What follows belongs to an exercise in optimizing a design on an open flow for small area and a short achievable clock period; a production flow would make more cautious choices.
The RTL was checked by simulation tests, not by an equivalence proof against the original design.
Power is estimated from default activity; no workload was simulated.

==> 11-24: inputs <==
// data_path
module data_path #(
    parameter SPLIT = 18,            
    parameter LOFAST = 1             
) (
    input         clk,
    input         reset,
    input         rd_en,
    input  [31:0] imem_data,
    output [3:0]  imem_addr,
    output [31:0] alu_result
);
export LEC_CHECK = 0
export CAP_MARGIN = 20
export CORE_MARGIN = 2
export CORE_UTILIZATION = 35
export CTS_CLUSTER_DIAMETER = 60
export CTS_CLUSTER_SIZE = 24
export SETUP_SLACK_MARGIN = 4.0
export SLEW_MARGIN = 20
export SYNTH_HIERARCHICAL = 1
export SYNTH_MINIMUM_KEEP_SIZE = 0
export TNS_END_PERCENT = 10
create_clock -name core_clock -period 8.5 [get_ports {clk}]
standard.sh (not shown) runs the stock make flow with config.mk's settings and CLKGATE_MAP_FILE= SYNTH_SCRIPT=/design/flow/synth_recipe.tcl, a recipe that flattens the netlist after the stock synthesis.
==> flow/flow/run.sh <==
#!/bin/bash
# Standard synthesis unchanged; the layout steps buffer the ports with
# buf_4 (instead of a delay cell) and let the resizer change a cell's
# footprint when it sizes it.
set -uo pipefail
bash standard.sh synth > synth.log 2>&1 || exit 1
bash standard.sh MATCH_CELL_FOOTPRINT=0 \
    "BUFFER_PORTS_ARGS=-buffer_cell sky130_fd_sc_hd__buf_4" \
    finish > layout.log 2>&1
==> inputs of 11-15, as changes to 11-24 <==
--- a/flow/design.v
+++ b/flow/design.v
@@ -1,9 +1,9 @@
 `timescale 1ns/1ps
 module data_path #(
-    parameter SPLIT = 18,            
-    parameter LOFAST = 1             
+    parameter SPLIT = 16,            
+    parameter LOFAST = 0             
 ) (
     input         clk,
     input         reset,
     input         rd_en,
     input  [31:0] imem_data,
@@ -29,18 +29,17 @@
 wire [31-SPLIT:0] sum_hi;
 add_ks #(.W(32-SPLIT)) add_hi (.a(a[31:SPLIT]), .b(b[31:SPLIT]), .ci(c16_q), .s(sum_hi), .co());
 wire [31:0] sum    = {sum_hi, lo_q};
 wire        lt;
 lt_tree #(.W(32-SPLIT)) cmp_hi (.a(a[31:SPLIT]), .b(b[31:SPLIT]), .lt_lo(ltlo_q), .lt(lt));
-wire [31:0] lres = ({32{op_and}} & (a & b))
-                 | ({32{op_or }} & (a | b))
-                 | ({32{op_xor}} & (a ^ b))
-                 | ({32{op_sll}} & {a[29:0], 2'b00})
-                 | ({32{op_srl}} & {2'b00, a[31:2]});
-wire [31:0] r_wb;
-res_final res_o (.add(op_add), .sum(sum), .slt(op_slt), .lt(lt), .l(lres), .y(alu_result));
-res_final res_w (.add(op_add), .sum(sum), .slt(op_slt), .lt(lt), .l(lres), .y(r_wb));
+assign alu_result = ({32{op_add}} & sum)
+                  | ({32{op_and}} & (a & b))
+                  | ({32{op_or }} & (a | b))
+                  | ({32{op_xor}} & (a ^ b))
+                  | ({32{op_sll}} & {a[29:0], 2'b00})
+                  | ({32{op_srl}} & {2'b00, a[31:2]})
+                  | {31'b0, op_slt & lt};
 wire [6:0] f_opc = imem_data[6:0];
 wire [2:0] f_f3  = imem_data[14:12];
 wire [6:0] f_f7  = imem_data[31:25];
 wire       f_r   = (f_opc == 7'b0110011);
 wire       f_i   = (f_opc == 7'b0010011);
@@ -77,17 +76,15 @@
 wire f_byp2 = wr_q && (rd_q == imem_data[24:20]);
 wire h_byp1 = wr_q && eq1_q;
 wire h_byp2 = wr_q && eq2_q && !isi_q;
 wire [31:1] we;                      
 wire [31:1] rok;                     
-wire [31:1] we_r;                    
-wr_dec wdr (.en(wr_q), .addr(rd_q), .y(we_r));
 genvar r;
 generate
     for (r = 1; r < 32; r = r + 1) begin : rsel
         assign we[r]  = wr_q && rd_q == r;
-        assign rok[r] = valid[r] && !we_r[r];
+        assign rok[r] = valid[r] && !we[r];
     end
 endgenerate
 wire        en1 = rd_en;
 wire        en2 = rd_en && !f_i;
 wire [31:1] sel1l, sel1h, sel2l, sel2h;
@@ -112,23 +109,23 @@
 endfunction
 wire [31*SPLIT-1:0]      rf_lo = rf_part(rf_flat, 0, SPLIT);
 wire [31*(32-SPLIT)-1:0] rf_hi = rf_part(rf_flat, SPLIT, 32-SPLIT);
 sel_read #(.N(33), .WB(SPLIT), .FAST(LOFAST)) rd1l (
     .sel({xs1[2:1], sel1l}),
-    .q({r_wb[SPLIT-1:0], a_q[SPLIT-1:0], rf_lo}),
+    .q({alu_result[SPLIT-1:0], a_q[SPLIT-1:0], rf_lo}),
     .y(a_n[SPLIT-1:0]));
 sel_read #(.N(33), .WB(32-SPLIT), .FAST(0)) rd1h (
     .sel({xs1[2:1], sel1h}),
-    .q({r_wb[31:SPLIT], a_q[31:SPLIT], rf_hi}),
+    .q({alu_result[31:SPLIT], a_q[31:SPLIT], rf_hi}),
     .y(a_n[31:SPLIT]));
 sel_read #(.N(34), .WB(SPLIT), .FAST(LOFAST)) rd2l (
     .sel({xs2, sel2l}),
-    .q({r_wb[SPLIT-1:0], b_q[SPLIT-1:0], imm_n[SPLIT-1:0], rf_lo}),
+    .q({alu_result[SPLIT-1:0], b_q[SPLIT-1:0], imm_n[SPLIT-1:0], rf_lo}),
     .y(b_n[SPLIT-1:0]));
 sel_read #(.N(34), .WB(32-SPLIT), .FAST(0)) rd2h (
     .sel({xs2, sel2h}),
-    .q({r_wb[31:SPLIT], b_q[31:SPLIT], imm_n[31:SPLIT], rf_hi}),
+    .q({alu_result[31:SPLIT], b_q[31:SPLIT], imm_n[31:SPLIT], rf_hi}),
     .y(b_n[31:SPLIT]));
 wire [SPLIT-1:0] lo_sum;
 wire        lo_co, lo_lt;
 add_ks  #(.W(SPLIT)) add_lo (.a(a_n[SPLIT-1:0]), .b(b_n[SPLIT-1:0]), .ci(1'b0), .s(lo_sum), .co(lo_co));
 lt_tree #(.W(SPLIT)) cmp_lo (.a(a_n[SPLIT-1:0]), .b(b_n[SPLIT-1:0]), .lt_lo(1'b0), .lt(lo_lt));
@@ -179,11 +176,11 @@
             else if (we[g])
                 valid[g] <= 1'b1;
         end
         always @(posedge clk) begin
             if (we[g])
-                rf[g] <= r_wb;
+                rf[g] <= alu_result;
         end
         assign rf_flat[(g-1)*32 +: 32] = rf[g];
     end
 endgenerate
 endmodule
@@ -191,37 +188,17 @@
     input         en,
     input  [4:0]  addr,
     input  [31:1] ok,
     output [31:1] sel
 );
-wire [3:0] ph;                       
-wire [7:0] pl;                       
-dec2en dh (.en(en), .a(addr[4:3]), .y(ph));
-dec3   dl (.a(addr[2:0]), .y(pl));
 genvar k;
 generate
     for (k = 1; k < 32; k = k + 1) begin : d
-        gate_and3 g (.a(ok[k]), .b(ph[k >> 3]), .c(pl[k & 7]), .y(sel[k]));
+        assign sel[k] = en && ok[k] && addr == k;
     end
 endgenerate
 endmodule
-module dec2en (
-    input        en,
-    input  [1:0] a,
-    output [3:0] y
-);
-assign y = {4{en}} & (4'b0001 << a);
-endmodule
-module dec3 (
-    input  [2:0] a,
-    output [7:0] y
-);
-assign y = 8'b00000001 << a;
-endmodule
-module gate_and3 (input a, input b, input c, output y);
-assign y = a & b & c;
-endmodule
 module sel_read #(
     parameter N    = 33,
     parameter WB   = 32,
     parameter FAST = 0
 ) (
@@ -356,27 +333,5 @@
         end
     end
     assign lt = ll[LV][0];
 endgenerate
 endmodule
-module res_final (
-    input         add,
-    input  [31:0] sum,
-    input         slt,
-    input         lt,
-    input  [31:0] l,
-    output [31:0] y
-);
-assign y = ({32{add}} & sum) | l | {31'b0, slt & lt};
-endmodule
-module wr_dec (
-    input         en,
-    input  [4:0]  addr,
-    output [31:1] y
-);
-genvar k;
-generate
-    for (k = 1; k < 32; k = k + 1) begin : d
-        assign y[k] = en && addr == k;
-    end
-endgenerate
-endmodule
==> flow/config.mk (replaced) <==
export PLATFORM = sky130hd
export DESIGN_NAME = data_path
export DESIGN_NICKNAME = data_path
export VERILOG_FILES = /design/flow/design.v
export SDC_FILE = /design/flow/constraint.sdc
export NUM_CORES = 4
export LEC_CHECK = 0
export CAP_MARGIN = 10
export CORE_MARGIN = 2
export CORE_UTILIZATION = 35
export CTS_CLUSTER_DIAMETER = 80
export CTS_CLUSTER_SIZE = 30
export SETUP_SLACK_MARGIN = 4.0
export SLEW_MARGIN = 10
export SYNTH_HIERARCHICAL = 1
export SYNTH_MINIMUM_KEEP_SIZE = 0
export TNS_END_PERCENT = 10
==> qor summary <==
Status: 11-15 complete, no violations; 11-24 complete, no violations
TAP cells: 11-15 1876; 11-24 1930
Net switching power: 11-15 2018 uW; 11-24 2470 uW
Share of cell area taken by flip-flops and latches: 11-15 0.5915; 11-24 0.5573
Count of non-filler cells in the finished layout: 11-15 5337; 11-24 5779
Design Area, Final: 11-15 55360 sq um; 11-24 58830 sq um
CTS sink cnt: 11-15 1125; 11-24 1127
Synth-to-layout area growth: 11-15 11.97%; 11-24 13.67%
Seq power: 11-15 6000 uW; 11-24 6020 uW
Detailed placement HPWL: 11-15 123.4 mm; 11-24 142.4 mm
Detailed-router iteration count before antenna repair: 11-15 13; 11-24 15
Combinational share of power: 11-15 0.037; 11-24 0.034
Cells after Synth: 11-15 3196; 11-24 3614
Leakage power of the design: 11-15 0.01828 uW; 11-24 0.01951 uW
Share of the core filled with cells: 11-15 0.3958; 11-24 0.3994

==> re-timing with driven ports <==
How much do the figures lean on ideal ports? The routed layouts below were timed once more, with nothing changed but the port constraints.
Step 1: set_driving_cell puts a clkbuf_16 on clk and a buf_2 on each other input, an assumption about the parent block.
Step 2, shift: input delay + t, output delay - t, t = (earliest + latest rising clock arrival at the registers) / 2. This alone moves slack from input paths to output paths.
a / b / c = ideal ports / drivers / drivers and shift; a / b = the first two.
run | t, ns | setup WS [ns] | slew at the worst register clock pin (ns) | worst slew at a driven data input, ns
11-24 | 0.779 | 3.509 / 3.509 / 2.793 | 0.10 / 0.10 | 0.06
11-15 | 0.747 | 2.993 / 3.037 / 2.290 | 0.12 / 0.12 | 0.13
After both steps every run listed still meets setup and hold. For 11-24, which loses most, drivers alone change the setup slack by 0.000 ns; drivers and shift together by -0.716 ns.
